Context: an optimization exercise on an open-source flow, tuned for small area and a short achievable clock period. The choices shown serve that exercise and are no tape-out recipe. RTL that was checked went through simulation tests only; none was proved equivalent to the original. The RTL of run 2 was laid out without a check of its function. Power and IR drop assume default switching activity.

--- flow/config.mk ---
export PLATFORM = sky130hd
export DESIGN_NAME = Single_Cycle_CPU
export DESIGN_NICKNAME = Single_Cycle_CPU
export VERILOG_FILES = /design/flow/design.v
export SDC_FILE = /design/flow/constraint.sdc
export NUM_CORES = 4
export LEC_CHECK = 0
export CAP_MARGIN = 20
export CORE_MARGIN = 2
export CORE_UTILIZATION = 30
export SLEW_MARGIN = 20
--- flow/design.v ---
module register_wen #(parameter W=8) (clock, rst, enable, reg_in, reg_out);
	input clock, rst, enable;
	input [W-1:0] reg_in;
	output reg [W-1:0] reg_out;
	always @(posedge clock)
	begin
		if (~rst) 
		begin
			if (enable) 
			begin
				reg_out <= reg_in;
			end 
		end
		else 
		begin
			reg_out <= 0;
		end
	end
endmodule
module DECODER4_16(
input wire [3:0] dec_in,
output [15:0] dec_out
);
assign dec_out[15] = dec_in[3] & dec_in[2] & dec_in[1] & dec_in[0],
		 dec_out[14] = dec_in[3] & dec_in[2] & dec_in[1] & ~dec_in[0],
		 dec_out[13] = dec_in[3] & dec_in[2] & ~dec_in[1] & dec_in[0],
		 dec_out[12] = dec_in[3] & dec_in[2] & ~dec_in[1] & ~dec_in[0],
		 dec_out[11] = dec_in[3] & ~dec_in[2] & dec_in[1] & dec_in[0],
		 dec_out[10] = dec_in[3] & ~dec_in[2] & dec_in[1] & ~dec_in[0],
		 dec_out[9] = dec_in[3] & ~dec_in[2] & ~dec_in[1] & dec_in[0],
		 dec_out[8] = dec_in[3] & ~dec_in[2] & ~dec_in[1] & ~dec_in[0],
		 dec_out[7] = ~dec_in[3] & dec_in[2] & dec_in[1] & dec_in[0],
		 dec_out[6] = ~dec_in[3] & dec_in[2] & dec_in[1] & ~dec_in[0],
		 dec_out[5] = ~dec_in[3] & dec_in[2] & ~dec_in[1] & dec_in[0],
		 dec_out[4] = ~dec_in[3] & dec_in[2] & ~dec_in[1] & ~dec_in[0],
		 dec_out[3] = ~dec_in[3] & ~dec_in[2] & dec_in[1] & dec_in[0],
		 dec_out[2] = ~dec_in[3] & ~dec_in[2] & dec_in[1] & ~dec_in[0],
		 dec_out[1] = ~dec_in[3] & ~dec_in[2] & ~dec_in[1] & dec_in[0],
		 dec_out[0] = ~dec_in[3] & ~dec_in[2] & ~dec_in[1] & ~dec_in[0];
endmodule
module MUX16to1 #(parameter W = 32)(
input [3:0] select,
input wire [W-1:0] mux_in_0,
input wire [W-1:0] mux_in_1,
input wire [W-1:0] mux_in_2,
input wire [W-1:0] mux_in_3,
input wire [W-1:0] mux_in_4,
input wire [W-1:0] mux_in_5,
input wire [W-1:0] mux_in_6,
input wire [W-1:0] mux_in_7,
input wire [W-1:0] mux_in_8,
input wire [W-1:0] mux_in_9,
input wire [W-1:0] mux_in_10,
input wire [W-1:0] mux_in_11,
input wire [W-1:0] mux_in_12,
input wire [W-1:0] mux_in_13,
input wire [W-1:0] mux_in_14,
input wire [W-1:0] mux_in_15,
output [W-1:0] mux_out
);
reg [W-1:0] mux_sel;
always @*
begin
case(select)
4'b0000: mux_sel = mux_in_0;
4'b0001: mux_sel = mux_in_1;
4'b0010: mux_sel = mux_in_2;
4'b0011: mux_sel = mux_in_3;
4'b0100: mux_sel = mux_in_4;
4'b0101: mux_sel = mux_in_5;
4'b0110: mux_sel = mux_in_6;
4'b0111: mux_sel = mux_in_7;
4'b1000: mux_sel = mux_in_8;
4'b1001: mux_sel = mux_in_9;
4'b1010: mux_sel = mux_in_10;
4'b1011: mux_sel = mux_in_11;
4'b1100: mux_sel = mux_in_12;
4'b1101: mux_sel = mux_in_13;
4'b1110: mux_sel = mux_in_14;
default: mux_sel = mux_in_15;
endcase
end
assign mux_out = mux_sel;
endmodule
module register_file #(parameter W=32)(
input clock,
input rst,
input [3:0] A3,
input [3:0] A2,
input [3:0] A1,
input [W-1:0] WD3,
input [W-1:0] R15,
input enable,
output [W-1:0] RD1,
output [W-1:0] RD2
); 
wire [15:0] decoder_out;
wire wen_0,wen_1,wen_2,wen_3,wen_4,wen_5,wen_6,wen_7,wen_8,wen_9,wen_10,wen_11,wen_12,wen_13,wen_14,wen_15;
wire [W-1:0] register0,register1,register2,register3,register4,register5,register6,register7,register8,register9,register10,register11,register12,register13,register14,register15;
assign wen_0 = decoder_out[0] & enable,
		 wen_1 = decoder_out[1] & enable,
		 wen_2 = decoder_out[2] & enable,
		 wen_3 = decoder_out[3] & enable,
		 wen_4 = decoder_out[4] & enable,
		 wen_5 = decoder_out[5] & enable,
		 wen_6 = decoder_out[6] & enable,
		 wen_7 = decoder_out[7] & enable,
		 wen_8 = decoder_out[8] & enable,
		 wen_9 = decoder_out[9] & enable,
		 wen_10 = decoder_out[10] & enable,
		 wen_11 = decoder_out[11] & enable,
		 wen_12 = decoder_out[12] & enable,
		 wen_13 = decoder_out[13] & enable,
		 wen_14 = decoder_out[14] & enable,
		 wen_15 = decoder_out[15] & enable;
MUX16to1 mux1(A1,register0,register1,register2,register3,register4,register5,register6,register7,register8,register9,register10,register11,register12,register13,register14,register15,RD1);
MUX16to1 mux2(A2,register0,register1,register2,register3,register4,register5,register6,register7,register8,register9,register10,register11,register12,register13,register14,register15,RD2);
register_wen  #(W) register_0(clock,rst,wen_0,WD3,register0);
register_wen  #(W) register_1(clock,rst,wen_1,WD3,register1);
register_wen  #(W) register_2(clock,rst,wen_2,WD3,register2);
register_wen  #(W) register_3(clock,rst,wen_3,WD3,register3);
register_wen  #(W) register_4(clock,rst,wen_4,WD3,register4);
register_wen  #(W) register_5(clock,rst,wen_5,WD3,register5);
register_wen  #(W) register_6(clock,rst,wen_6,WD3,register6);
register_wen  #(W) register_7(clock,rst,wen_7,WD3,register7);
register_wen  #(W) register_8(clock,rst,wen_8,WD3,register8);
register_wen  #(W) register_9(clock,rst,wen_9,WD3,register9);
register_wen  #(W) register_10(clock,rst,wen_10,WD3,register10);
register_wen  #(W) register_11(clock,rst,wen_11,WD3,register11);
register_wen  #(W) register_12(clock,rst,wen_12,WD3,register12);
register_wen  #(W) register_13(clock,rst,wen_13,WD3,register13);
register_wen  #(W) register_14(clock,rst,wen_14,WD3,register14);
assign register15 = R15;  
DECODER4_16 dec(A3,decoder_out);
endmodule
module ADDER_FOUR(
input [31:0] ADDER_FOUR_IN,
output [31:0] ADDER_FOUR_OUT
);
assign  ADDER_FOUR_OUT = ADDER_FOUR_IN + 4;
endmodule
module EXTEND(
input [23:0] ext_in,
input [1:0] imm_src,
output reg [31:0] ext_out
);
always @*
begin
case(imm_src)
2'b00: ext_out = {24'b0, ext_in[7:0]};
2'b01: ext_out = {20'b0, ext_in[11:0]};
default: ext_out = {24'b0, ext_in[7:0]};
endcase
end
endmodule
module ALU #(parameter W = 3)(A, B, I, F, C_out, OVF, Z, N);
	input [W-1:0] A;
	input [W-1:0] B;
	input [2:0] I;
	output reg C_out, OVF, Z, N;
	output reg [W-1:0] F;
always @(A, B, I)
	begin
	case(I)
		3'b000:	begin						 
					{C_out, F} = A + B;
					if (A[W-1] ~^ B[W-1])
						OVF = F[W-1] ^ A[W-1];
					else
						OVF = 0;
					end
		3'b001:	begin						 
					{C_out, F} = A - B;
					if ((A[W-1] ^ B[W-1]))
						OVF = F[W-1] ^ A[W-1];
					else
						OVF = 0;
					end
		3'b010:	begin						 
					{C_out, F} = B - A;
					if ((A[W-1] ^ B[W-1]))
						OVF = F[W-1] ^ B[W-1];
					else
						OVF = 0;
					end
		3'b011:	begin					 
					F = A & ~B;
					C_out = 0;
					OVF = 0;
					end
		3'b100:	begin					 
					F = A & B;
					C_out = 0;
					OVF = 0;
					end
		3'b101:	begin					 
					F = A | B;
					C_out = 0;
					OVF = 0;
					end
		3'b110:	begin					 
					F = A ^ B;
					C_out = 0;
					OVF = 0;				
					end
		3'b111:	begin					 
					F = A ~^ B;
					C_out = 0;
					OVF = 0;
					end
	endcase			
	N = F[W-1];
	Z = (F == 0);
	end
endmodule
module MUX2to1 #(parameter W = 2)(
input wire [W-1:0] mux_in_1,
input select,
input wire [W-1:0] mux_in_0,
output reg [W-1:0] mux_out
);
always@(mux_in_1 or mux_in_0 or select)
begin
	if(select)
		mux_out[W-1:0] = mux_in_1[W-1:0];
	else
		mux_out[W-1:0] = mux_in_0[W-1:0];
end
endmodule
module MUX4to1 #(parameter W = 2)(
input [1:0] select,
input wire [W-1:0] mux_in_0,
input wire [W-1:0] mux_in_1,
input wire [W-1:0] mux_in_2,
input wire [W-1:0] mux_in_3,
output reg [W-1:0] mux_out
);
always @*
begin
	case (select)
	2'b00: mux_out[W-1:0] = mux_in_0[W-1:0];
	2'b01: mux_out[W-1:0] = mux_in_1[W-1:0];
	2'b10: mux_out[W-1:0] = mux_in_2[W-1:0];
	default: mux_out[W-1:0] = mux_in_3[W-1:0];
	endcase
end
endmodule
module SHIFTER(
input [31:0] data_in, 
input [31:0] shift_amount, 
input shift_direction, 
output reg [31:0] shifter_output 
);
always @*
begin
if(shift_direction) 
	shifter_output = data_in >> shift_amount;
else
	shifter_output = data_in << shift_amount;
end
endmodule
module MAIN_DECODER(
input [5:0] FUNCT,
input [1:0] Op,
output reg [1:0] Result_Src,
output reg  Reg_Write, Mem_Write, ALU_Src, Reg_Src, ALU_Op, Shift_Dir
);
always @ (FUNCT, Op)
	begin
		Result_Src = 2'b00;
		Reg_Write = 0;
		Mem_Write = 0;
		ALU_Src = 0;
		Reg_Src = 0;
		ALU_Op = 0;
		Shift_Dir = 0;
		if(Op[1:0] == 2'b00) begin
			if(FUNCT[5] == 0 & (FUNCT[4:1] == 4'b0100 | FUNCT[4:1] == 4'b0010 | FUNCT[4:1] == 4'b0000 | FUNCT[4:1] == 4'b1100)) 
			begin
				Result_Src = 2'b01;
				Mem_Write = 0;
				ALU_Src = 0; 
				Reg_Write = 1;
				Reg_Src = 0;
				ALU_Op = 1;
			end 
			else if(FUNCT[5] == 1 & FUNCT[4:1] == 4'b0001) 
			begin
				Result_Src = 2'b10;
				Mem_Write = 0; 
				Reg_Write = 1;
				ALU_Op = 0;
				Shift_Dir = 1;
			end 
			else if(FUNCT[5] == 1 & FUNCT[4:1] == 4'b0011) 
			begin
				Result_Src = 2'b10;
				Mem_Write = 0; 
				Reg_Write = 1;
				ALU_Op = 0;
				Shift_Dir = 0;
			end else if(FUNCT[5] == 0 & FUNCT[4:1] == 4'b1010) 
			begin
				Mem_Write = 0;
				ALU_Src = 0;
				Reg_Write = 0;
				Reg_Src = 0;
				ALU_Op = 1;
			end
		end 
		else if(Op[1:0] == 2'b01) 
		begin
			if(FUNCT[0] == 1 & FUNCT[5] == 0) 
			begin
				Result_Src = 2'b00;
				Mem_Write = 0;
				ALU_Src = 1; 
				Reg_Write = 1;
				ALU_Op = 0;
			end 
			else if(FUNCT[0] == 0 & FUNCT[5] == 0) 
			begin
				Mem_Write = 1;
				ALU_Src = 1; 
				Reg_Write = 0;
				Reg_Src = 1;
				ALU_Op = 0;
			end
		end
	end
endmodule
module ALU_DECODER(
input [4:0] FUNCT,
input ALU_Op,
output reg [2:0] 	ALU_Ctrl,
output reg [1:0] 	Flag_Write,
output reg 	No_Write
);
always @ (FUNCT or ALU_Op)
	begin
		ALU_Ctrl = 3'b000;
		No_Write = 0;
		Flag_Write = 2'b00;
		if(!ALU_Op)  
		begin
			ALU_Ctrl = 3'b000;
			No_Write = 0;
			Flag_Write = 2'b00;
		end 
		else 
		begin
			if(FUNCT[4:1] == 4'b0100) 
			begin
				ALU_Ctrl = 3'b000;
				No_Write = 0;
				Flag_Write = FUNCT[0] ? 2'b11 : 2'b00;
			end 
			else if(FUNCT[4:1] == 4'b0010) 
			begin
				ALU_Ctrl = 3'b001;
				No_Write = 0;
				Flag_Write = FUNCT[0] ? 2'b11 : 2'b00;
			end 
			else if(FUNCT[4:1] == 4'b0000) 
			begin
				ALU_Ctrl = 3'b100;
				No_Write = 0;
				Flag_Write = FUNCT[0] ? 2'b10 : 2'b00;
			end 
			else if(FUNCT[4:1] == 4'b1100) 
			begin
				ALU_Ctrl = 3'b101;
				No_Write = 0;
				Flag_Write = FUNCT[0] ? 2'b10 : 2'b00;
			end 
			else if(FUNCT[4:1] == 4'b1010) 
			begin
				ALU_Ctrl = 3'b001;
				No_Write = 1;
				Flag_Write = 2'b11;
			end
		end
	end	
endmodule
module CONDITION_LOGIC(
input [3:0] cond, 
input [3:0] ALU_Flags,
input [1:0] FlagW,
input clk, rst, Memory_Wr, NoWrite, PCS, Register_Wr, 
output wire PCSrc, Register_Write, Memory_Write
);
wire [1:0] Flags_NZ, Flags_CV, FW;
reg CondEx;
always @ (cond or Flags_NZ[1]) 
begin
	if(cond[3:0] == 4'b1110) 
	begin
		CondEx = 1;
	end 
	else if((cond[3:0] == 4'b0000) & Flags_NZ[1] == 1) 
	begin
		CondEx = 1;
		end 
		else 
		begin
		CondEx = 0;
	end
end
and a1(FW[1], FlagW[1], CondEx);
and a2(FW[0], FlagW[0], CondEx);
register_wen #(2) Flags_NZ_reg(clk, rst, FW[1], ALU_Flags[3:2], Flags_NZ[1:0]);
register_wen #(2) Flags_CV_reg(clk, rst, FW[0], ALU_Flags[1:0], Flags_CV[1:0]);
and a3(PCSrc, PCS, CondEx);
and a4(Memory_Write, Memory_Wr, CondEx);
and a5(Register_Write, ~NoWrite, Register_Wr, CondEx);
endmodule
module Single_Cycle_Datapath(
input clock,
input reset,
input Reg_Src,
input [2:0] ALU_Ctrl,
input Mem_Write,
input Reg_Write,
input [1:0] Result_Src,
input [1:0] Imm_Src,
input shift_dir,
input ALU_Source,
output [3:0] Cond,
output [1:0] Op,
output [5:0] Funct,
output [3:0] R,
output [31:0] Instr,
output [3:0] ALU_FLAGS,
output [31:0] PC_out,
input [31:0] instr_in,
output [31:0] DataAdr,
output [31:0] WriteData,
output MemWrite,
input [31:0] ReadData
);
wire [31:0] instr;
wire [31:0] pc, pc_plus4, pc_plus8, pc_next;
wire [31:0] rd1, rd2, ext_imm, src_b, alu_result, shift_result, result;
wire [3:0] ra2;
wire [3:0] alu_flag;
assign instr = instr_in;
assign Cond = instr[31:28];
assign Op = instr[27:26];
assign Funct = instr[25:20];
assign R = instr[15:12];
assign Instr = instr;
assign ALU_FLAGS = alu_flag;
assign PC_out = pc;
assign DataAdr = alu_result;
assign WriteData = rd2;
assign MemWrite = Mem_Write;
register_wen #(32) PC(clock, reset, 1'b1, pc_next, pc);
ADDER_FOUR inst2(pc, pc_plus4);
ADDER_FOUR inst3(pc_plus4, pc_plus8);
MUX2to1 #(32) PCMUX(result, 1'b0, pc_plus4, pc_next);
MUX2to1 #(4) inst13(instr[15:12], Reg_Src, instr[3:0], ra2);
register_file #(32) inst9(clock, reset, instr[15:12], ra2, instr[19:16], result, pc_plus8, Reg_Write, rd1, rd2);
EXTEND inst7(instr[23:0], Imm_Src, ext_imm);
MUX2to1 #(32) inst11(ext_imm, ALU_Source, rd2, src_b);
ALU #(32) inst5(rd1, src_b, ALU_Ctrl, alu_result, alu_flag[1], alu_flag[0], alu_flag[3], alu_flag[2]);
SHIFTER inst14(rd1, ext_imm, shift_dir, shift_result);
MUX4to1 #(32) inst15(Result_Src, ReadData, alu_result, shift_result, 32'b0, result);
endmodule
module Single_Cycle_CPU(
input clock,
input reset,
output [31:0] pc,
input [31:0] instr,
output [31:0] dmem_addr,
output [31:0] dmem_wdata,
output dmem_we,
input [31:0] dmem_rdata
);
wire [3:0] cond;
wire [1:0] op;
wire [5:0] funct;
wire [3:0] r;
wire [31:0] instr_unused;
wire [3:0] alu_flags;
wire alu_op, no_write, reg_write_d, mem_write_d, alu_src, reg_src, shift_dir;
wire [2:0] alu_ctrl;
wire [1:0] flag_write, result_src;
wire pc_src, register_write, memory_write;
ALU_DECODER inst(funct[4:0], alu_op, alu_ctrl, flag_write, no_write);
CONDITION_LOGIC inst1(cond, alu_flags, flag_write, clock, reset, mem_write_d, no_write, 1'b0, reg_write_d,
                      pc_src, register_write, memory_write);
MAIN_DECODER inst2(funct, op, result_src, reg_write_d, mem_write_d, alu_src, reg_src, alu_op, shift_dir);
Single_Cycle_Datapath inst4(clock, reset, reg_src, alu_ctrl, memory_write, register_write, result_src, 2'b00,
                            shift_dir, alu_src, cond, op, funct, r, instr_unused, alu_flags,
                            pc, instr, dmem_addr, dmem_wdata, dmem_we, dmem_rdata);
endmodule
--- flow/run.sh ---
#!/bin/bash
# synth_recipe.tcl (not shown) runs the flow's synth.tcl, then flattens the netlist and writes it again
# the make line also repeats each setting of config.mk as NAME=value (left out here)
make -C /OpenROAD-flow-scripts/flow DESIGN_CONFIG=/design/flow/config.mk WORK_HOME=/design/flow/orfs CLKGATE_MAP_FILE= SYNTH_SCRIPT=/design/flow/synth_recipe.tcl finish
--- flow/constraint.sdc ---
create_clock -name core_clock -period 14.0 [get_ports {clock}]
set_input_delay 2.8000 -clock core_clock [delete_from_list [all_inputs] [get_ports {clock}]]
set_output_delay 2.8000 -clock core_clock [all_outputs]
set_load 0.01 [all_outputs]
==> results.cfg, run 1 <==
[run_status]
status = timing/DRC/antenna clean

[timing]
hold_viol_final = 0
finalSetupViolations = 0
tightest_slew_ns = 1.33
final_max_slew_viol_count = 0
finalCritPeriodShare_pct = 97.3
maxSlewHeadroom_pct = 11.0
grt_setup_unrepaired = no
final.min_clock_period_ns = 13.62
max_freq_mhz = 73.4
clock_skew_ns = 0.0792
finalSetupTns_ns = 0

[die]
die_x_um = 367
core_region_area_mm2 = 0.131
die_h_um = 367
die-area_mm2 = 0.135
start_util_pct = 30.2
io_pins = 163
rows = 133

[yosys]
synth_top_area_share_pct = 25.9
async_reset_ff_share_pct = 0
syn-cell-area_mm2 = 0.0396
ys.flop_type = dfxtp_1
synth_edf_count = 0
synth_top_cells_by_area = dfxtp_1 (26%), nor2_1 (6.4%), a211oi_1 (5.6%)
ys_ff_latch = 511
synth_top_area_cell = dfxtp_1
avgSynthCellArea_um2 = 7.56
synth_cells = 5236
synth_warnings = 12
yosysUniqueCellTypes = 115
yosysSeqAreaShare_pct = 25.9

[clock_tree]
clk_pin_slew_worst_paths_ns = 0.06
cts_root_buf = clkbuf_16
holdBufCountCts = 0
cts_tree = done
cts-buffers-inserted = 61
insertion_delay_ns = 0.75
htree_levels = 2
cts.sinks = 511
cts_buffer_depth = 3

[worst_hold_path]
hp-class = reg -> reg

[routing]
viasPerCell = 6.77
drtPass1Iterations = 12
num_vias = 48800
detail_route.wl_per_cell_um = 36.2
drc = 0
drt_iter0_markers = 8830
wl_um = 261000
drtAntennaViolNets = 0

[worst_setup_path]
cp.arrival_ns = 10.82
worstSetupPathType = in -> out
cp-start-kind = input port
cp_max_fo = 18
endpoint_kind = primary output
critPathRequiredTime_ns = 11.20

[power]
power_mw = 4.38
sequentialPowerShare_pct = 33.3
internal_power_mw = 2.94
clkPwrFrac_pct = 44.1
leakage_nw = 16.5
p_comb_share_pct = 22.6
power_density_mw_per_mm2 = 92.1
netSwitchingPower_mw = 1.44
switching_share_pct = 32.8
peakVddDrop_uv = 113

[global_route]
grt.busiest_layer = met2
grt_max_degree = 168
grt_pass1_wl_um = 356000
antenna_found_initial = 17
groute.layer.met1.usage_pct = 43.3
grt_util_met2_pct = 51.7
overflow = 0
grt_use_total_pct = 36.8
use_met3_pct = 16.6
grt_pass1_vias = 44200

[place]
placed_cell_area_mm2 = 0.0450
dp_hpwl_um = 190000
gp_congestion = 1.10
numPortBuffers = 156

[cells_and_area]
layout_common_cells = nor2_1 (651), dfxtp_1 (511), nand2_1 (439)
final_common_cell = nor2_1
final_nets = 5546
drive_gt1_share_pct = 14.7
fin_area_mm2 = 0.0475
area_growth_pct = 20.1

[job]
cap_violations = 0
worst max-delay path, cell delays in order:
cell,delay [ns]
clkdlybuf4s50_1,1.03
buf_4,0.47
nor2b_1,0.43
nand2_1,0.18
o21ai_1,0.70
a222oi_1,0.33
a31oi_1,0.61
buf_4,0.25
nand2_1,0.05
a21boi_0,0.18
inv_1,0.11
ha_1,0.28
o21a_1,0.19
o21ai_0,0.22
a211o_1,0.22
a211oi_1,0.10
buf_4,0.17
o311ai_0,0.33
buf_4,0.18
nand3_1,0.11
o31ai_1,0.22
buf_4,0.16
o21ai_0,0.14
nand2_1,0.13
nor2_1,0.05
mux2i_1,0.33
and3_1,0.27
clkdlybuf4s50_1,0.55
worst paths after layout:
| path | startpoint | to | slack [ns] | cells after the start |
|---|---|---|---|---|
| worst max-delay path | instr[14] | dmem_addr[31] | 0.38 | 28 |
| worst min-delay path | inst4.inst9.register_4.reg_out[24] | inst4.inst9.register_4.reg_out[24] | 0.47 | 2 |
| worst max register to register | inst4.PC.reg_out[4] | inst4.inst9.register_3.reg_out[25] | 4.90 | 27 |
| worst min register to register | inst4.inst9.register_4.reg_out[24] | inst4.inst9.register_4.reg_out[24] | 0.47 | 2 |
final cells by class:
| class | count | area, um2 |
|---|---|---|
| fillers | 13900 | 83600 |
| multi-input cells | 4113 | 27300 |
| flip-flops and latches | 511 | 10200 |
| repair buffers | 584 | 4910 |
| well taps | 1755 | 2200 |
| clock buffers | 80 | 1760 |
| clock inverters | 36 | 662 |
| inverters | 109 | 409 |
| diodes | 20 | 50.0 |
cell usage after synthesis (78+ instances only):
library cell / count
o21ai_0: 234
a21oi_1: 260
nand2_1: 440
mux2i_1: 98
nor2_1: 670
a211oi_1: 293
ha_1: 98
clkbuf_1: 357
xnor2_1: 78
nor3_1: 90
inv_1: 103
nand3b_1: 124
a22oi_1: 174
dfxtp_1: 511
nand3_1: 157
per-layer routing:
layer,up-vias,wire [um]
met2,4142,103000
met4,10,25300
li1,20100,-
met1,23200,93300
met5,-,356
met3,1328,39300
power groups by stage:
stage / sequential [mW] / clock, mW / combinational, mW
2_1_floorplan: 1.49 / 0 / 0.451
3_3_place_gp: 1.49 / 0 / 0.920
3_5_place_dp: 1.49 / 0 / 0.918
4_1_cts: 1.46 / 1.92 / 0.922
5_1_grt: 1.46 / 1.98 / 0.987
6_report: 1.46 / 1.93 / 0.987
per-stage QoR:
step                      hold slack (ns)  setup WS, ns  std cells  util, %
after floorplan                     0.437          2.73       5237        -
after global placement              0.453        0.0507       7069     34.3
after detailed placement            0.459         0.313       7070     34.3
after CTS                           0.467         0.258       7186     36.1
after global routing                0.489         0.280       7188     36.2
final                               0.474         0.381       7208     36.2
repair_timing:
item | 4_1_cts | 5_1_grt
hold endpoints to repair | 0 | 0
gates resized for setup | 0 | 2
buffers inserted | 0 | 0
endpoints found under the setup margin | 0 | 2
cells by family after synthesis:
group                      after synthesis  share of synthesized area, %
adders and majority gates              100                          3.20
DFF                                    511                          25.9
buffers and inverters                  613                          6.29
AOI/OAI and AO/OA                     1725                          31.2
and+or+nand+nor                       1981                          25.0
other                                    1                       0.00948
muxes                                  195                          5.98
xor gates and xnor gates               110                          2.43
==> run 2, diff against run 1 <==
==> flow/design.v (replaced) <==
module Single_Cycle_CPU(
input clock,
input reset,
output [31:0] pc,
input [31:0] instr,
output [31:0] dmem_addr,
output [31:0] dmem_wdata,
output dmem_we,
input [31:0] dmem_rdata
);
wire [3:0] cond = instr[31:28];
wire [1:0] op   = instr[27:26];
wire       I    = instr[25];
wire [3:0] cmd  = instr[24:21];
wire       S    = instr[20];
wire [3:0] rn   = instr[19:16];
wire [3:0] rd   = instr[15:12];
wire [3:0] rm   = instr[3:0];
wire [7:0] imm8 = instr[7:0];
reg [31:2] pcr;
reg z;
wire [32*15-1:0] rf;
assign pc = {pcr, 2'b00};
wire [31:0] pc8 = {pcr[31:3] + 29'd1, pcr[2], 2'b00};
wire dp     = (op == 2'b00);
wire mem    = (op == 2'b01);
wire is_add = dp & ~I & (cmd == 4'b0100);
wire is_sub = dp & ~I & (cmd == 4'b0010);
wire is_and = dp & ~I & (cmd == 4'b0000);
wire is_orr = dp & ~I & (cmd == 4'b1100);
wire is_cmp = dp & ~I & (cmd == 4'b1010);
wire is_lsr = dp &  I & (cmd == 4'b0001);
wire is_lsl = dp &  I & (cmd == 4'b0011);
wire is_ldr = mem & ~I &  S;
wire is_str = mem & ~I & ~S;
wire cond_ok = (cond == 4'b1110) | ((cond == 4'b0000) & z);
wire [3:0] ra2 = op[0] ? rd : rm;
reg [31:0] rd1, rd2;
integer k;
always @* begin
  rd1 = pc8 & {32{rn == 4'd15}};
  rd2 = pc8 & {32{ra2 == 4'd15}};
  for (k = 0; k < 15; k = k + 1) begin
    rd1 = rd1 | (rf[32*k +: 32] & {32{rn == k}});
    rd2 = rd2 | (rf[32*k +: 32] & {32{ra2 == k}});
  end
end
wire sub = is_sub | is_cmp;
wire [31:0] sum = rd1 + (rd2 ^ {32{sub}}) + {31'd0, sub};
wire [31:0] alu = is_and ? (rd1 & rd2) : is_orr ? (rd1 | rd2) : sum;
wire [31:0] sh_in;
wire [31:0] sh_r = (imm8[7:5] != 3'd0) ? 32'd0 : (sh_in >> imm8[4:0]);
wire [31:0] shres;
genvar g;
generate
  for (g = 0; g < 32; g = g + 1) begin : rev
    assign sh_in[g] = is_lsr ? rd1[g] : rd1[31-g];
    assign shres[g] = is_lsr ? sh_r[g] : sh_r[31-g];
  end
endgenerate
wire [31:0] result = is_ldr ? dmem_rdata : (is_lsr | is_lsl) ? shres : alu;
wire wr = cond_ok & (is_add | is_sub | is_and | is_orr | is_lsr | is_lsl | is_ldr);
wire [31:0] wdata = result & {32{~reset}};
generate
  for (g = 0; g < 15; g = g + 1) begin : regs
    reg [31:0] q;
    always @(posedge clock)
      if (reset | (wr & (rd == g))) q <= wdata;
    assign rf[32*g +: 32] = q;
  end
endgenerate
wire zw = cond_ok & ((S & (is_add | is_sub | is_and | is_orr)) | is_cmp);
always @(posedge clock) begin
  if (reset) begin
    pcr <= 30'd0;
    z <= 1'b0;
  end else begin
    pcr <= pcr + 30'd1;
    if (zw) z <= (alu == 32'd0);
  end
end
assign dmem_addr  = rd1 + {24'd0, imm8};
assign dmem_wdata = rd2;
assign dmem_we    = cond_ok & is_str;
endmodule
==> results.cfg, run 2 <==
[cells_and_area]
drive_gt1_share_pct = 14.8
final_nets = 3394
layout_common_cells = edfxtp_1 (480), nor2_1 (198), buf_4 (177)
utilization_pct = 35.5
final_common_cell = edfxtp_1
reg.largest.list = regs.q: 480 flops, pcr: 30 flops, z: 1 flops
area_growth_pct = 17.5
largest_register_ffs = 480
regMostFlops = regs.q

[timing]
final_max_slew_viol_count = 0
finalCritPeriodShare_pct = 86.1
grt_setup_unrepaired = no
clock_skew_ns = 0.0326
tightest_slew_ns = 1.23
setup_slack_ns = 1.94
finalSetupTns_ns = 0
finalSetupViolations = 0
hold_viol_final = 0
final.min_clock_period_ns = 12.06
hold_ws_ns = 0.536
maxSlewHeadroom_pct = 18.0
max_freq_mhz = 82.9

[place]
numPortBuffers = 156
gp_congestion = 1.04
dp_hpwl_um = 129000
dp_slack_ns = 2.32

[die]
rows = 121
die_h_um = 335
die-area_mm2 = 0.112
start_util_pct = 30.2
io_pins = 163
die_x_um = 335
core_region_area_mm2 = 0.109

[yosys]
yosys.area_share.simple_pct = 15.2
yosysUniqueCellTypes = 105
synth_cells = 3162
synthAdderAreaFrac_pct = 1.65
avgSynthCellArea_um2 = 10.4
async_reset_ff_share_pct = 0
synth_top_family_by_area = compound AO/OA/AOI/OAI gates
ys_ff_latch = 511
synth_edf_count = 480
synth_top_cells_by_area = edfxtp_1 (44%), a22oi_1 (3.5%), mux2i_1 (2.4%)
synth_top_area_cell = edfxtp_1
ys_top_cells_by_count = edfxtp_1 (480), nor2_1 (206), clkbuf_1 (164), nand2_1 (164), a22oi_1 (152)
syn-cell-area_mm2 = 0.0328
synthMuxAreaShare_pct = 6.02
ys.flop_type = edfxtp_1
synth_warnings = 1
synth_compound_area_share_pct = 24.5
yosysSeqAreaShare_pct = 45.8
synth.most_common_cell = edfxtp_1
synth_top_area_share_pct = 43.9
yosys.area_share.xor_xnor_pct = 2.83

[clock_tree]
cts_buffer_depth = 3
clk_pin_slew_worst_paths_ns = 0.06
cts_tree = done
insertion_delay_ns = 0.64
cts_setup_buffers = 0
cts.sinks = 511
cts_root_buf = clkbuf_16
htree_levels = 2
cts-buffers-inserted = 53
holdBufCountCts = 0
cts_resized = 0

[routing]
drtPass1Iterations = 8
viasPerCell = 6.95
drt_iter0_markers = 6278
drtAntennaViolNets = 0
detail_route.wl_per_cell_um = 39.4
wl_um = 187000
num_vias = 33000
drc = 0

[worst_setup_path]
cp-start-kind = input port
endpoint_kind = primary output
r2r_setup_slack_ns = 5.63
worstRegToRegCells = 18
worstReg2RegEnd = regs[12].q[31]
critPathRequiredTime_ns = 11.20
crit_top_cell = a21oi_1
slowest_delay_ns = 1.05
cp.arrival_ns = 9.26
cp_max_fo = 54
worstSetupPathType = in -> out
crit_buf_inv = 3
path_delay_family = simple AND/OR/NAND/NOR gates
cp_slowest_cell = and3b_1
timing.rr.start = pcr[3]
crit_chain = buf_4 -> buf_4 -> and3b_1 -> a22oi_1 -> a31o_2 -> nand4_1 -> ha_1 -> a21oi_1 -> o21bai_1 -> a21oi_1 -> o21bai_1 -> a21oi_1 -> nor2b_1 -> o2111ai_1 -> nor3_1 -> and2_1 -> nand2_1 -> xnor2_1 -> clkdlybuf4s50_1

[global_route]
grt_max_degree = 63
antenna_found_initial = 13
grt_pass1_wl_um = 251000
grt_use_total_pct = 32.1
overflow = 0
grt_pass1_vias = 30400

[job]
cap_violations = 0

[worst_hold_path]
worstHoldStart = z
min_to = z
hp-class = reg -> reg
hold_depth = 2

[power]
power_density_mw_per_mm2 = 160
power_mw = 6.19
peakVddDrop_uv = 89.5
leakage_nw = 13.1

[run_status]
status = timing/DRC/antenna clean
run 2: worst max-delay path by stage:
stage,startpoint,end,slack (ns),cells past startpoint
2_1_floorplan,instr[17],dmem_addr[25],4.44,22
3_3_place_gp,instr[19],dmem_addr[21],2.29,19
3_5_place_dp,instr[19],dmem_addr[21],2.32,19
4_1_cts,instr[19],dmem_addr[21],2.30,19
5_1_grt,instr[19],dmem_addr[31],1.92,19
6_report,instr[19],dmem_addr[21],1.94,19
run 2: per-stage QoR:
step,cells,area (um2)
after floorplan,3163,32800
after global placement,4641,36800
after detailed placement,4643,36800
after CTS,4737,38500
after global routing,4740,38600
final,4747,38600
run 2: layout make-up:
cell class / count / area (um2)
Multi-Input combinational cell: 2331 / 17000
Timing Repair Buffer: 333 / 2890
Fill cell: 10800 / 70100
Sequential cell: 511 / 15000
Antenna cell: 8 / 20.0
Clock buffer: 67 / 1420
Clock inverter: 27 / 278
Tap cell: 1414 / 1770
Inverter: 56 / 210
run 2: worst min-delay path, cell delays in order, from the launching register on:
cell and delay [ns]:
dfxtp_1 0.34, o311ai_0 0.10, nand2_1 0.05
run 2: kinds of logic after synthesis:
logic type      after synthesis
compound gates             1093
buf+inv                     321
flops                       511
fa+ha+maj                    42
mux                         159
other cells                   1
xor+xnor                    106
simple gates                929
run 2: layer usage:
metal	GRT usage (%)	vias to the layer above	part of all wire, %
li1	-	13000	-
met1	37.4	16000	34
met2	46.9	3131	41
met3	12.9	799	15
met4	24.7	12	9.4
met5	0.130	-	0.041
run 2: power breakdown:
part	leakage (nW)	switching, mW	total, mW	internal [mW]
Clock	0.826	0.627	1.43	0.807
Sequential	5.15	0.224	2.41	2.19
Combinational	7.16	1.57	2.34	0.776
==> run 3, diff against run 2 <==
--- a/flow/design.v
+++ b/flow/design.v
@@ -1 +1,48 @@
+module MUX16to1(
+input [3:0] select,
+input [32*15-1:0] regs,
+input [31:0] r15,
+output [31:0] mux_out
+);
+wire [32*16-1:0] all = {r15, regs};
+assign mux_out = all[32*select +: 32];
+endmodule
+module ADDER_FOUR(
+input [31:0] base,
+input [7:0] offset,
+output [31:0] addr
+);
+assign addr = base + {24'd0, offset};
+endmodule
+module ALU(
+input [31:0] A,
+input [31:0] B,
+input sub,
+input is_and,
+input is_orr,
+output [31:0] F,
+output Z
+);
+wire [31:0] sum = A + (B ^ {32{sub}}) + {31'd0, sub};
+assign F = is_and ? (A & B) : is_orr ? (A | B) : sum;
+assign Z = (F == 32'd0);
+endmodule
+module SHIFTER(
+input [31:0] data_in,
+input [7:0] amount,
+input is_lsr,
+output [31:0] shifter_output
+);
+wire [4:0] n = amount[4:0];
+wire [4:0] ra = is_lsr ? (5'd0 - n) : n;
+wire [63:0] rot2 = {data_in, data_in} << ra;
+wire [31:0] rot = rot2[63:32];
+reg [31:0] keep;
+integer j;
+always @* begin
+  for (j = 0; j < 32; j = j + 1)
+    keep[j] = (amount[7:5] == 3'd0) & (is_lsr ? ({1'b0, n} + j <= 31) : (j >= n));
+end
+assign shifter_output = rot & keep;
+endmodule
 module Single_Cycle_CPU(
@@ -37,26 +84,12 @@
 wire [3:0] ra2 = op[0] ? rd : rm;
-reg [31:0] rd1, rd2;
-integer k;
-always @* begin
-  rd1 = pc8 & {32{rn == 4'd15}};
-  rd2 = pc8 & {32{ra2 == 4'd15}};
-  for (k = 0; k < 15; k = k + 1) begin
-    rd1 = rd1 | (rf[32*k +: 32] & {32{rn == k}});
-    rd2 = rd2 | (rf[32*k +: 32] & {32{ra2 == k}});
-  end
-end
-wire sub = is_sub | is_cmp;
-wire [31:0] sum = rd1 + (rd2 ^ {32{sub}}) + {31'd0, sub};
-wire [31:0] alu = is_and ? (rd1 & rd2) : is_orr ? (rd1 | rd2) : sum;
-wire [31:0] sh_in;
-wire [31:0] sh_r = (imm8[7:5] != 3'd0) ? 32'd0 : (sh_in >> imm8[4:0]);
+wire [31:0] rd1, rd2;
+MUX16to1 read1(rn, rf, pc8, rd1);
+MUX16to1 read2(ra2, rf, pc8, rd2);
+wire [31:0] alu;
+wire alu_z;
+ALU alu0(rd1, rd2, is_sub | is_cmp, is_and, is_orr, alu, alu_z);
 wire [31:0] shres;
+SHIFTER shift0(rd1, imm8, is_lsr, shres);
+wire [31:0] result = is_ldr ? dmem_rdata : (is_lsr | is_lsl) ? shres : alu;
 genvar g;
-generate
-  for (g = 0; g < 32; g = g + 1) begin : rev
-    assign sh_in[g] = is_lsr ? rd1[g] : rd1[31-g];
-    assign shres[g] = is_lsr ? sh_r[g] : sh_r[31-g];
-  end
-endgenerate
-wire [31:0] result = is_ldr ? dmem_rdata : (is_lsr | is_lsl) ? shres : alu;
 wire wr = cond_ok & (is_add | is_sub | is_and | is_orr | is_lsr | is_lsl | is_ldr);
@@ -78,6 +111,6 @@
     pcr <= pcr + 30'd1;
-    if (zw) z <= (alu == 32'd0);
+    if (zw) z <= alu_z;
   end
 end
-assign dmem_addr  = rd1 + {24'd0, imm8};
+ADDER_FOUR agu(rd1, imm8, dmem_addr);
 assign dmem_wdata = rd2;
--- a/flow/config.mk
+++ b/flow/config.mk
@@ -9,3 +9,5 @@
 export CORE_MARGIN = 2
-export CORE_UTILIZATION = 30
+export CORE_UTILIZATION = 50
+export SETUP_SLACK_MARGIN = 5
 export SLEW_MARGIN = 20
+export SYNTH_HIERARCHICAL = 1
==> results.cfg, run 3 <==
[run_status]
status = timing/DRC/antenna clean

[routing]
num_vias = 24400
detail_route.wl_per_cell_um = 34.2
drtAntennaViolNets = 0
viasPerCell = 7.13
wl_um = 117000
drtPass1Iterations = 8
drc = 0
drt_iter0_markers = 3143

[yosys]
synth_cells = 2437
synth_warnings = 8
syn-cell-area_mm2 = 0.0318
ys.flop_type = edfxtp_1
synth_top_area_cell = edfxtp_1
avgSynthCellArea_um2 = 13.1
yosysSeqAreaShare_pct = 47.3
ys_top_cells_by_count = edfxtp_1 (480), mux4_2 (258), nand2_1 (161), a22oi_1 (134), a21oi_1 (129)
async_reset_ff_share_pct = 0
synth_edf_count = 480
synth.most_common_cell = edfxtp_1
yosysUniqueCellTypes = 96
synth_top_area_share_pct = 45.3
synth_top_cells_by_area = edfxtp_1 (45%), mux4_2 (18%), a22oi_1 (3.2%)
ys_ff_latch = 511

[clock_tree]
cts.sinks = 511
holdBufCountCts = 0
cts_buffer_depth = 3
htree_levels = 2
cts_root_buf = clkbuf_16
insertion_delay_ns = 0.59
cts-buffers-inserted = 49
cts_tree = done
clk_pin_slew_worst_paths_ns = 0.07

[power]
power_density_mw_per_mm2 = 171
switching_share_pct = 35.8
power_mw = 6.31
leakage_nw = 13.2
clkPwrFrac_pct = 20.9
internal_power_mw = 4.05
sequentialPowerShare_pct = 39.1
p_comb_share_pct = 40.0
netSwitchingPower_mw = 2.26
peakVddDrop_uv = 85.8

[global_route]
grt_pass1_wl_um = 167000
grt_max_degree = 66
grt_use_total_pct = 34.9
antenna_found_initial = 4
grt_pass1_vias = 23700
overflow = 0

[timing]
finalSetupViolations = 0
final.min_clock_period_ns = 8.95
tightest_slew_ns = 1.24
hold_viol_final = 0
finalSetupTns_ns = 0
finalCritPeriodShare_pct = 63.9
grt_setup_unrepaired = yes
final_max_slew_viol_count = 0
hold_ws_ns = 0.524
maxSlewHeadroom_pct = 16.6
max_freq_mhz = 112
clock_skew_ns = 0.0345

[die]
rows = 92
core_region_area_mm2 = 0.0630
start_util_pct = 50.5
io_pins = 163
die_x_um = 256
die-area_mm2 = 0.0656
die_h_um = 256

[worst_hold_path]
hp-class = reg -> reg

[worst_setup_path]
cp.arrival_ns = 6.15
cp_max_fo = 16
endpoint_kind = primary output
critPathRequiredTime_ns = 11.20
r2r_setup_slack_ns = 6.72
cp-start-kind = input port
worstSetupPathType = in -> out

[cells_and_area]
final_nets = 2664
layout_common_cells = edfxtp_1 (480), mux4_2 (258), nand2_1 (143)
drive_gt1_share_pct = 22.9
regMostFlops = regs.q
reg.largest.list = regs.q: 480 flops, pcr: 30 flops, z: 1 flops
largest_register_ffs = 480
final_common_cell = edfxtp_1
fin_area_mm2 = 0.0368
area_growth_pct = 15.8

[place]
gp_congestion = 0.930
placed_cell_area_mm2 = 0.0342
numPortBuffers = 156
dp_hpwl_um = 73400

[job]
cap_violations = 0
## run 3: final cells by class
cell class                      count  area [um2]
Sequential cell                   511       15000
Antenna cell                        2        5.00
Clock buffer                       65        1290
Inverter                           51         194
Timing Repair Buffer              255        2750
Tap cell                          846        1060
Fill cell                        4971       26100
Multi-Input combinational cell   1672       16200
Clock inverter                     25         279
## run 3: repair_timing
action | 4_1_cts | 5_1_grt
cloned | 10 | 3
setup buffers | 10 | 6
resized for setup | 95 | 58
pin swaps | 4 | 6
endpoints found under the setup margin | 296 | 97
## run 3: stage by stage
stage,setup WS [ns],utilization [%],instances
after detailed placement,2.82,54.3,3306
final,5.05,58.5,3427
after floorplan,5.57,-,2442
after global routing,4.92,58.5,3426
after global placement,2.91,54.3,3305
after CTS,4.97,57.9,3416
## run 3: power groups by stage
stage                     Clock [mW]  Combinational (mW)  Sequential (mW)
after global routing            1.39                2.64             2.51
after detailed placement           0                2.35             2.49
final                           1.32                2.52             2.47
after global placement             0                2.32             2.43
after floorplan                    0                1.48             2.41
after CTS                       1.33                2.42             2.46
## run 3: per-module statistics from Yosys, one instance, submodules excluded
module	cells inside	flip-flops and latches
ADDER_FOUR	109	0
ALU	465	0
MUX16to1	271	0
SHIFTER	427	0
Single_Cycle_CPU	894	511
## run 3: routing by layer
layer  global-route usage (%)  routed length [um]  vias up
li1                         -                   -    10100
met1                     47.0               43700    12500
met2                     56.5               55200     1532
met3                     6.22               12900      248
met4                     13.8                5240        2
met5                        0                  10        -
## run 3: worst max-delay path: stages
cell	delay (ns)
clkbuf_16	0.21
buf_16	0.18
mux4_2	0.52
a22oi_1	0.23
nand2_1	0.09
buf_4	0.22
ha_2	0.33
a21o_1	0.20
a21oi_4	0.18
a21oi_4	0.08
buf_12	0.15
o2111ai_1	0.20
xnor2_1	0.15
clkdlybuf4s50_1	0.56
## run 3: worst paths after layout
path | startpoint | endpoint | cells past startpoint
min reg2reg | z | z | 2
max reg2reg | pcr[9] | z | 19
min | z | z | 2
max | instr[16] | dmem_addr[27] | 14
## run 3: logic make-up after synthesis
group                    count (synthesis)  synth area share [%]
AO/OA/AOI/OAI                          580                  12.9
AND/OR/NAND/NOR                        538                  8.45
flip-flops                             511                  47.3
multiplexers                           366                  21.7
buffers and inverters                  264                  3.98
XOR/XNOR                               119                  3.34
adder cells (fa/ha/maj)                 58                  2.33
other                                    1                0.0118
==> run 4, diff against run 3 <==
--- a/flow/design.v
+++ b/flow/design.v
@@ -1,9 +1,13 @@
 module MUX16to1(
-input [3:0] select,
+input [15:0] select,
 input [32*15-1:0] regs,
 input [31:0] r15,
-output [31:0] mux_out
+output reg [31:0] mux_out
 );
-wire [32*16-1:0] all = {r15, regs};
-assign mux_out = all[32*select +: 32];
+integer k;
+always @* begin
+  mux_out = r15 & {32{select[15]}};
+  for (k = 0; k < 15; k = k + 1)
+    mux_out = mux_out | (regs[32*k +: 32] & {32{select[k]}});
+end
 endmodule
@@ -85,4 +89,6 @@
 wire [31:0] rd1, rd2;
-MUX16to1 read1(rn, rf, pc8, rd1);
-MUX16to1 read2(ra2, rf, pc8, rd2);
+wire [15:0] sel1 = 16'd1 << rn;
+wire [15:0] sel2 = 16'd1 << ra2;
+MUX16to1 read1(sel1, rf, pc8, rd1);
+MUX16to1 read2(sel2, rf, pc8, rd2);
 wire [31:0] alu;
==> flow/flow/run.sh (new file) <==
#!/bin/bash
set -euo pipefail
bash standard.sh \
  SETUP_SLACK_MARGIN=6.5 \
  MATCH_CELL_FOOTPRINT=0 \
  'BUFFER_PORTS_ARGS=-buffer_cell sky130_fd_sc_hd__buf_2' \
  finish > standard_flow.log 2>&1
==> flow/standard.sh (new file) <==
#!/bin/bash
# synth_recipe.tcl (not shown) runs the flow's synth.tcl, then flattens the netlist and writes it again
# the make line also repeats each setting of config.mk as NAME=value (left out here)
make -C /OpenROAD-flow-scripts/flow DESIGN_CONFIG=/design/flow/config.mk WORK_HOME=/design/flow/orfs CLKGATE_MAP_FILE= SYNTH_SCRIPT=/design/flow/synth_recipe.tcl "${@:-finish}"
--- a/flow/config.mk
+++ b/flow/config.mk
@@ -10,3 +10,2 @@
 export CORE_UTILIZATION = 50
-export SETUP_SLACK_MARGIN = 5
 export SLEW_MARGIN = 20
removed: flow/run.sh
==> results.cfg, run 4 <==
[run_status]
status = timing/DRC/antenna clean

[timing]
clock_skew_ns = 0.0714
final_max_slew_viol_count = 0
hold_ws_ns = 0.493
tightest_slew_ns = 1.18
max_freq_mhz = 115
finalSetupViolations = 0
finalSetupTns_ns = 0
final.min_clock_period_ns = 8.73
maxSlewHeadroom_pct = 21.3
hold_viol_final = 0
finalCritPeriodShare_pct = 62.3
setup_slack_ns = 5.27
grt_setup_unrepaired = yes

[global_route]
groute.layer.met1.usage_pct = 56.9
use_met3_pct = 11.7
grt_pass1_wl_um = 195000
grt_max_degree = 66
grt_util_met2_pct = 64.5
grt.busiest_layer = met2
overflow = 0
grt_use_total_pct = 43.8
antenna_found_initial = 2
grt_pass1_vias = 26800

[worst_setup_path]
crit_top_cell = buf_6
cp.arrival_ns = 5.93
timing.rr.start = pcr[5]
cp_slowest_cell = buf_6
cp-start-kind = input port
crit_chain = buf_12 -> buf_4 -> nor3_4 -> buf_6 -> a221oi_2 -> nand4_1 -> buf_6 -> ha_4 -> a21o_1 -> a221oi_4 -> o31ai_4 -> buf_4 -> buf_6 -> clkbuf_16 -> nand4_1 -> xnor2_2 -> buf_2
worstSetupPathType = in -> out
worstReg2RegEnd = z
critPathRequiredTime_ns = 11.20
endpoint_kind = primary output
worstRegToRegCells = 20
cp_max_fo = 32
r2r_setup_slack_ns = 6.72
slowest_delay_ns = 0.46

[routing]
drt_iter0_markers = 4249
wl_um = 142000
num_vias = 28800
drtPass1Iterations = 9
viasPerCell = 7.59
drc = 0
drtAntennaViolNets = 0
detail_route.wl_per_cell_um = 37.5

[clock_tree]
cts.sinks = 511
insertion_delay_ns = 0.66
holdBufCountCts = 0
htree_levels = 2
cts_root_buf = clkbuf_16
clk_pin_slew_worst_paths_ns = 0.06
cts_buffer_depth = 3
cts_tree = done
cts-buffers-inserted = 53

[yosys]
avgSynthCellArea_um2 = 11.6
ys.flop_type = edfxtp_1
async_reset_ff_share_pct = 0
ys_ff_latch = 511
synth_top_area_cell = edfxtp_1
yosysUniqueCellTypes = 106
synth_top_area_share_pct = 47.5
syn-cell-area_mm2 = 0.0303
synth_cells = 2612
yosysSeqAreaShare_pct = 49.5
synth_edf_count = 480
ys_top_cells_by_count = edfxtp_1 (480), a221oi_1 (259), a22o_1 (253), nor2_1 (139), a21oi_1 (124)
synth.most_common_cell = edfxtp_1
synth_top_cells_by_area = edfxtp_1 (47%), a221oi_1 (7.5%), a22o_1 (7.3%)
synth_warnings = 9

[job]
cap_violations = 0

[power]
leakage_nw = 14.6
internal_power_mw = 3.93
switching_share_pct = 36.5
sequentialPowerShare_pct = 39.4
clkPwrFrac_pct = 23.4
power_density_mw_per_mm2 = 157
p_comb_share_pct = 37.2
netSwitchingPower_mw = 2.26
peakVddDrop_uv = 141

[die]
start_util_pct = 50.5
die_h_um = 250
core_region_area_mm2 = 0.0601
die_x_um = 250
io_pins = 163
rows = 90
die-area_mm2 = 0.0627

[cells_and_area]
stdcell_count = 3799
final_common_cell = edfxtp_1
drive_gt1_share_pct = 32.9
layout_common_cells = edfxtp_1 (480), a22o_1 (253), buf_4 (216)
regMostFlops = regs.q
area_growth_pct = 29.9
reg.largest.list = regs.q: 480 flops, pcr: 30 flops, z: 1 flops
final_nets = 3095
largest_register_ffs = 480

[worst_hold_path]
hold_depth = 2
min_to = z
hp-class = reg -> reg
worstHoldStart = z

[place]
dp_cells = 3437
numPortBuffers = 156
dp_slack_ns = 3.52
dp_hpwl_um = 76800
gp_congestion = 1.00
==> run 4: cell types whose count changed after synthesis, sizes merged, moves of 18 or more <==
cell,change
nand2,-39
a221oi,+249
nor2,+22
nand4,+66
a22o,+246
mux2i,-21
a22oi,-129
o21a,+18
mux4,-242
nand3,+19
==> run 4: worst max-delay path by stage <==
| stage | from | end | slack, ns |
|---|---|---|---|
| floorplan | instr[26] | z | 5.79 |
| global placement | instr[0] | z | 3.59 |
| detailed placement | instr[0] | z | 3.52 |
| CTS | instr[16] | dmem_addr[14] | 5.37 |
| global route | instr[17] | dmem_addr[14] | 5.24 |
| finish | instr[19] | dmem_addr[14] | 5.27 |
==> run 4: metal layers <==
| layer | up-vias | wire length, um |
|---|---|---|
| li1 | 11600 | - |
| met1 | 14300 | 51400 |
| met2 | 2360 | 60400 |
| met3 | 568 | 19200 |
| met4 | 4 | 11200 |
| met5 | - | 115 |
==> run 4: Yosys stat by module (local to each module, per instance) <==
module | copies in the design | cells
ADDER_FOUR | 1 | 109
ALU | 1 | 485
Single_Cycle_CPU | 1 | 941
SHIFTER | 1 | 405
MUX16to1 | 2 | 336
==> run 4: what timing repair did <==
item                       in CTS  in global routing
setup endpoints to repair     515                394
pin swaps                      92                 64
buffers inserted              192                 45
cloned                         22                  2
resized for setup             376                122
==> run 4: cells by family after synthesis <==
group / share of synthesized area (%)
compound gates: 25.4
other cells: 0.0124
mux: 3.61
simple gates: 10.5
buf+inv: 5.13
fa+ha+maj: 2.44
xor+xnor: 3.35
flops: 49.5
==> run 4: area by class of cell <==
| cell class | count | area, um2 |
|---|---|---|
| fill | 4452 | 20700 |
| antenna | 2 | 5.00 |
| clock inverter | 29 | 294 |
| sequential | 511 | 15000 |
| multi-input combinational | 1843 | 16500 |
| clock buffer | 70 | 1470 |
| inverter | 50 | 188 |
| timing repair buffer | 512 | 5000 |
| tap | 782 | 978 |
==> run 4: through the flow <==
stage / power [mW] / cell area (um2) / util (%)
6_report: 6.19 / 39400 / 65.6
5_1_grt: 6.36 / 39400 / 65.6
4_1_cts: 5.92 / 38200 / 63.6
3_5_place_dp: 4.15 / 32700 / 54.4
3_3_place_gp: 4.10 / 32700 / 54.4
2_1_floorplan: 3.47 / 31300 / -
==> run 4: power by group through the flow <==
stage | Clock [mW] | Combinational, mW | Sequential, mW
after floorplan | 0 | 1.10 | 2.37
after global placement | 0 | 1.72 | 2.38
after detailed placement | 0 | 1.74 | 2.42
after CTS | 1.44 | 2.07 | 2.41
after global routing | 1.50 | 2.39 | 2.47
final | 1.45 | 2.31 | 2.44
==> run 4: critical path: cells and delay by family <==
family / cells / cell delay, ns
buffers and inverters: 8 / 1.49
XOR/XNOR: 1 / 0.12
adder cells (fa/ha/maj): 1 / 0.23
AO/OA/AOI/OAI: 4 / 0.80
AND/OR/NAND/NOR: 3 / 0.44
==> run 5, diff against run 4 <==
==> flow/flow/run.sh (replaced) <==
#!/bin/bash
set -euo pipefail
bash standard.sh \
  'BUFFER_PORTS_ARGS=-buffer_cell sky130_fd_sc_hd__buf_2' \
  finish > standard_flow.log 2>&1
--- a/flow/config.mk
+++ b/flow/config.mk
@@ -10,2 +10,5 @@
 export CORE_UTILIZATION = 50
+export CTS_BUF_LIST = sky130_fd_sc_hd__clkbuf_8
+export CTS_CLUSTER_SIZE = 20
+export SETUP_SLACK_MARGIN = 5
 export SLEW_MARGIN = 20
==> results.cfg, run 5 <==
[yosys]
yosysUniqueCellTypes = 106
ys_top_cells_by_count = edfxtp_1 (480), a221oi_1 (259), a22o_1 (253), nor2_1 (139), a21oi_1 (124)
synth_edf_count = 480
synth_warnings = 9
synth.most_common_cell = edfxtp_1
yosysSeqAreaShare_pct = 49.5
ys_ff_latch = 511
async_reset_ff_share_pct = 0
synth_top_area_share_pct = 47.5
synth_top_area_cell = edfxtp_1
avgSynthCellArea_um2 = 11.6
syn-cell-area_mm2 = 0.0303
ys.flop_type = edfxtp_1
synth_cells = 2612
synth_top_cells_by_area = edfxtp_1 (47%), a221oi_1 (7.5%), a22o_1 (7.3%)

[clock_tree]
clk_pin_slew_worst_paths_ns = 0.07
cts_buffer_depth = 3
holdBufCountCts = 0
cts_tree = done
cts_root_buf = clkbuf_8
cts.sinks = 511
insertion_delay_ns = 0.70
htree_levels = 3
cts-buffers-inserted = 85

[routing]
viasPerCell = 7.46
drt_iter0_markers = 4515
wl_um = 127000
detail_route.wl_per_cell_um = 34.7
num_vias = 27200
drc = 0
drtAntennaViolNets = 0
drtPass1Iterations = 11

[place]
numPortBuffers = 156
dp_hpwl_um = 79000
dp_cells = 3432
gp_congestion = 0.986
dp_slack_ns = 3.43

[cells_and_area]
drive_gt1_share_pct = 20.0
final_common_cell = edfxtp_1
regMostFlops = regs.q
nFillCells = 5183
reg.largest.list = regs.q: 480 flops, pcr: 30 flops, z: 1 flops
final_nets = 2920
largest_register_ffs = 480
stdcell_count = 3647
layout_common_cells = edfxtp_1 (480), a221oi_1 (255), a22o_1 (253)
area_growth_pct = 13.0

[die]
die-area_mm2 = 0.0627
die_h_um = 250
io_pins = 163
die_x_um = 250
rows = 90
start_util_pct = 50.5
core_region_area_mm2 = 0.0601

[worst_setup_path]
slowest_delay_ns = 0.82
cp-start-kind = input port
critPathLaunch = instr[16]
crit_chain = clkbuf_4 -> nand2_2 -> nor2_2 -> buf_6 -> a22o_1 -> a221oi_1 -> nand4_1 -> and4_1 -> and3_1 -> and3_1 -> o211ai_1 -> xnor2_1 -> buf_2
cp_slowest_cell = nand4_1
crit_buf_inv = 3
timing.rr.start = pcr[4]
crit_top_cell = and3_1
cp.arrival_ns = 6.18
worstSetupPathType = in -> out
critPathRequiredTime_ns = 11.20
cp_max_fo = 32
endpoint_kind = primary output
path_delay_family = simple AND/OR/NAND/NOR gates

[worst_hold_path]
hp-class = reg -> reg
worstHoldStart = z

[timing]
tightest_slew_ns = 1.16
grt_setup_unrepaired = yes
max_freq_mhz = 111
final_max_slew_viol_count = 0
clock_skew_ns = 0.0292
finalSetupTns_ns = 0
finalCritPeriodShare_pct = 64.1
setup_slack_ns = 5.02
maxSlewHeadroom_pct = 22.6
final.min_clock_period_ns = 8.98
hold_ws_ns = 0.520
finalSetupViolations = 0
hold_viol_final = 0

[run_status]
status = timing/DRC/antenna clean

[global_route]
grt_pass1_vias = 25300
grt_use_total_pct = 39.3
grt_pass1_wl_um = 178000
overflow = 0
grt_max_degree = 65
antenna_found_initial = 2

[power]
peakVddDrop_uv = 96.9
leakage_nw = 12.6
power_density_mw_per_mm2 = 161
power_mw = 5.53

[job]
cap_violations = 0
-- run 5: cell type report --
class / count / area, um2 / area share (%)
antenna: 3 / 7.51 / 0.0219
tap: 782 / 978 / 2.85
inverter: 50 / 188 / 0.547
multi-input combinational: 1843 / 14400 / 42.1
clock inverter: 64 / 369 / 1.08
sequential: 511 / 15000 / 43.8
timing repair buffer: 305 / 2070 / 6.02
clock buffer: 89 / 1220 / 3.57
-- run 5: cell families after synthesis --
family | after synthesis | share of synthesized area (%)
buf+inv | 264 | 5.13
simple gates | 601 | 10.5
mux | 89 | 3.61
other cells | 1 | 0.0124
fa+ha+maj | 58 | 2.44
flops | 511 | 49.5
compound gates | 974 | 25.4
xor+xnor | 114 | 3.35
-- run 5: modules after synthesis (local to each module, per instance) --
module            cells inside  copies in the design
ALU                        485                     1
SHIFTER                    405                     1
MUX16to1                   336                     2
Single_Cycle_CPU           941                     1
ADDER_FOUR                 109                     1
-- run 5: layer usage --
layer	up-vias	share of wire [%]	global-route usage (%)
met5	-	0.028	0
met4	2	4.6	16.2
met3	315	15	13.6
met2	2131	43	57.8
met1	13500	38	53.1
li1	11200	-	-
-- run 5: power by group --
group / switching [mW] / internal, mW
Clock: 0.628 / 0.646
Sequential: 0.185 / 2.21
Combinational: 1.27 / 0.593
-- run 5: repair_timing --
item / 4_1_cts / 5_1_grt
cloned: 1 / 0
setup buffers: 28 / 29
gates resized for setup: 38 / 45
pin swaps: 15 / 16
endpoints found under the hold margin: 0 / 0
setup endpoints to repair: 123 / 58
-- run 5: stage by stage --
step / utilization (%) / instance area (um2)
5_1_grt: 57.0 / 34300
4_1_cts: 56.2 / 33800
6_report: 57.0 / 34300
3_3_place_gp: 52.9 / 31800
2_1_floorplan: - / 30400
3_5_place_dp: 52.9 / 31800
-- run 5: worst register-to-register path, delay by kind of cell, from the launching register on --
family          cells  cell delay, ns
fa+ha+maj           2            1.04
flops               1            0.47
xor+xnor            2            0.49
compound gates      5            1.03
simple gates       11            4.57
-- run 5: path summary, 6_finish.rpt --
path | to | slack, ns | depth (start not counted)
worst max register to register | z | 6.33 | 20
worst max-delay path | dmem_addr[31] | 5.02 | 13
worst min-delay path | z | 0.52 | 2
worst min register to register | z | 0.52 | 2
==> run 6, diff against run 5 <==
--- a/flow/config.mk
+++ b/flow/config.mk
@@ -9,5 +9,6 @@
 export CORE_MARGIN = 2
-export CORE_UTILIZATION = 50
-export CTS_BUF_LIST = sky130_fd_sc_hd__clkbuf_8
-export CTS_CLUSTER_SIZE = 20
+export CORE_UTILIZATION = 60
+export CTS_BUF_LIST = sky130_fd_sc_hd__clkbuf_16
+export CTS_CLUSTER_DIAMETER = 80
+export CTS_CLUSTER_SIZE = 24
 export SETUP_SLACK_MARGIN = 5
==> results.cfg, run 6 <==
[run_status]
status = timing/DRC/antenna clean

[routing]
drt_iter0_markers = 5115
drc = 0
detail_route.wl_per_cell_um = 35.3
viasPerCell = 7.96
drtAntennaViolNets = 0
num_vias = 27000
wl_um = 120000
drtPass1Iterations = 9

[place]
numPortBuffers = 156
dp_slack_ns = 3.28
dp_hpwl_um = 75300
gp_congestion = 0.959

[job]
cap_violations = 0

[yosys]
synth.most_common_cell = edfxtp_1
synth_top_area_cell = edfxtp_1
avgSynthCellArea_um2 = 11.6
synth_edf_count = 480
async_reset_ff_share_pct = 0
synth_top_area_share_pct = 47.5
synth_top_cells_by_area = edfxtp_1 (47%), a221oi_1 (7.5%), a22o_1 (7.3%)
yosysUniqueCellTypes = 106
synth_warnings = 9
ys_ff_latch = 511
synth_cells = 2612
syn-cell-area_mm2 = 0.0303
yosysSeqAreaShare_pct = 49.5
ys.flop_type = edfxtp_1
ys_top_cells_by_count = edfxtp_1 (480), a221oi_1 (259), a22o_1 (253), nor2_1 (139), a21oi_1 (124)

[power]
p_comb_share_pct = 37.3
clkPwrFrac_pct = 15.8
leakage_nw = 12.0
power_mw = 5.12
switching_share_pct = 38.6
power_density_mw_per_mm2 = 154
peakVddDrop_uv = 142
sequentialPowerShare_pct = 46.8
netSwitchingPower_mw = 1.98
internal_power_mw = 3.14

[clock_tree]
cts-buffers-inserted = 25
clk_pin_slew_worst_paths_ns = 0.10
insertion_delay_ns = 0.62
htree_levels = 1
holdBufCountCts = 0
cts_tree = done
cts.sinks = 511
cts_buffer_depth = 3
cts_root_buf = clkbuf_16

[worst_setup_path]
slowest_delay_ns = 0.52
path_delay_family = buffers and inverters
worstSetupPathType = in -> out
cp-start-kind = input port
crit_chain = clkbuf_4 -> nand2b_4 -> nor3_2 -> buf_4 -> a221oi_1 -> nand4_1 -> buf_4 -> ha_1 -> a21o_1 -> a21oi_2 -> a21oi_4 -> buf_12 -> o2111ai_1 -> xnor2_1 -> buf_2
crit_buf_inv = 5
cp_max_fo = 32
crit_top_cell = buf_4
endpoint_kind = primary output
cp_slowest_cell = buf_4
critPathRequiredTime_ns = 11.20
cp.arrival_ns = 6.18

[timing]
final_max_slew_viol_count = 0
finalSetupTns_ns = 0
hold_viol_final = 0
final.min_clock_period_ns = 8.98
tightest_slew_ns = 1.21
setup_slack_ns = 5.02
clock_skew_ns = 0.0396
finalCritPeriodShare_pct = 64.2
grt_setup_unrepaired = no
finalSetupViolations = 0
maxSlewHeadroom_pct = 19.6
hold_ws_ns = 0.548
max_freq_mhz = 111

[cells_and_area]
drive_gt1_share_pct = 17.6
nFillCells = 3894
largest_register_ffs = 480
final_nets = 2831
reg.largest.list = regs.q: 480 flops, pcr: 30 flops, z: 1 flops
layout_common_cells = edfxtp_1 (480), a221oi_1 (254), a22o_1 (253)
final_common_cell = edfxtp_1
area_growth_pct = 9.58
regMostFlops = regs.q

[die]
core_region_area_mm2 = 0.0501
io_pins = 163
die_h_um = 229
die-area_mm2 = 0.0524
start_util_pct = 60.6
die_x_um = 229
rows = 82

[global_route]
grt_pass1_vias = 24600
grt_max_degree = 65
antenna_found_initial = 6
overflow = 0
grt_pass1_wl_um = 169000
grt_use_total_pct = 44.2

[worst_hold_path]
hp-class = reg -> reg
==> run 6: cell counts after synthesis <==
Identical to the previous run, type by type.
==> run 6: cells by family (layout without fill, tap and decap cells) <==
| group | after synthesis | after routing | share of synthesized area (%) |
|---|---|---|---|
| buf+inv | 264 | 373 | 5.13 |
| compound gates | 974 | 974 | 25.4 |
| xor+xnor | 114 | 114 | 3.35 |
| mux | 89 | 89 | 3.61 |
| fa+ha+maj | 58 | 58 | 2.44 |
| other cells | 1 | 7 | 0.0124 |
| simple gates | 601 | 601 | 10.5 |
| flops | 511 | 511 | 49.5 |
==> run 6: worst paths after layout <==
check / end / cells past startpoint / slack (ns) / from
worst min-delay path: pcr[26] / 2 / 0.55 / pcr[26]
worst max register to register: z / 21 / 6.02 / pcr[4]
worst max-delay path: dmem_addr[11] / 15 / 5.02 / instr[18]
worst min register to register: pcr[26] / 2 / 0.55 / pcr[26]
==> run 6: routing by layer <==
metal	global-route usage, %	routed length (um)	vias up
li1	-	-	11000
met1	60.2	43100	13200
met2	62.3	49900	2410
met3	14.2	19000	445
met4	25.0	7870	8
met5	0	101	-
==> run 6: cell type report <==
| cell class | instances | area, um2 | area share (%) |
|---|---|---|---|
| inverters | 50 | 188 | 0.564 |
| clock buffers | 25 | 626 | 1.88 |
| well taps | 672 | 841 | 2.53 |
| multi-input cells | 1842 | 14500 | 43.7 |
| clock inverters | 21 | 98.8 | 0.297 |
| repair buffers | 277 | 1920 | 5.78 |
| diodes | 1 | 2.50 | 0.00753 |
| flip-flops and latches | 511 | 15000 | 45.2 |
==> run 6: worst register-to-register path, delay by kind of cell (launching register included) <==
| kind | cells | cell delay, ns |
|---|---|---|
| compound gates | 8 | 2.14 |
| fa+ha+maj | 2 | 0.98 |
| flops | 1 | 0.49 |
| simple gates | 9 | 3.77 |
| xor+xnor | 2 | 0.52 |
==> run 6: timing repair <==
action,4_1_cts,5_1_grt
pin swaps,11,15
gates resized for setup,39,53
buffers inserted,23,19
gates cloned,0,1
endpoints found under the setup margin,229,72
==> run 6: modules after synthesis, one instance, submodules excluded <==
module            cells inside  flip-flops and latches
ALU                        485                       0
SHIFTER                    405                       0
MUX16to1                   336                       0
Single_Cycle_CPU           941                     511
ADDER_FOUR                 109                       0
==> run 6: per-stage QoR <==
step	cell area (um2)	cells	util, %
detailed placement	31600	3308	63.2
global placement	31600	3308	63.2
floorplan	30400	2617	-
CTS	32700	3377	65.4
global route	33300	3398	66.4
finish	33300	3399	66.4
==> run 6: power groups by stage <==
stage / combinational (mW) / clock [mW] / sequential, mW
finish: 1.91 / 0.811 / 2.40
global route: 1.97 / 0.851 / 2.43
CTS: 1.75 / 0.803 / 2.38
floorplan: 1.02 / 0 / 2.36
global placement: 1.68 / 0 / 2.38
detailed placement: 1.71 / 0 / 2.42

afterwards: timing with drivers on the ports:
No port has a modelled driver above. Below, the same layouts with a new extraction and two added sets of constraints.
Step 1 sets driving cells, clkbuf_16 on the clock port and buf_2 on the other inputs (assumed; they add their load-dependent delay and slew).
Step 2, shift: input delay + t, output delay - t, t = (earliest + latest rising clock arrival at the registers) / 2. This alone moves slack from input paths to output paths.
a / b / c = ideal ports / drivers / drivers and shift; a / b = the first two.
run	t, ns	setup WS [ns]	worst setup path after step 2	latest minus earliest clock arrival (ns)
run 1	0.778	0.381 / 0.359 / 0.359	input to output	0.079 / 0.079
run 2	0.686	1.940 / 1.878 / 1.878	input to output	0.032 / 0.033
run 3	0.627	5.051 / 4.864 / 4.541	input to register	0.034 / 0.035
run 4	0.691	5.271 / 5.224 / 4.955	input to register	0.072 / 0.071
run 5	0.752	5.020 / 4.992 / 4.398	input to register	0.029 / 0.029
run 6	0.665	5.017 / 4.995 / 4.525	input to register	0.040 / 0.039
After both steps setup and hold are still met in every run listed. For run 5, which loses most, drivers alone change the setup slack by -0.028 ns; drivers and shift together by -0.622 ns.
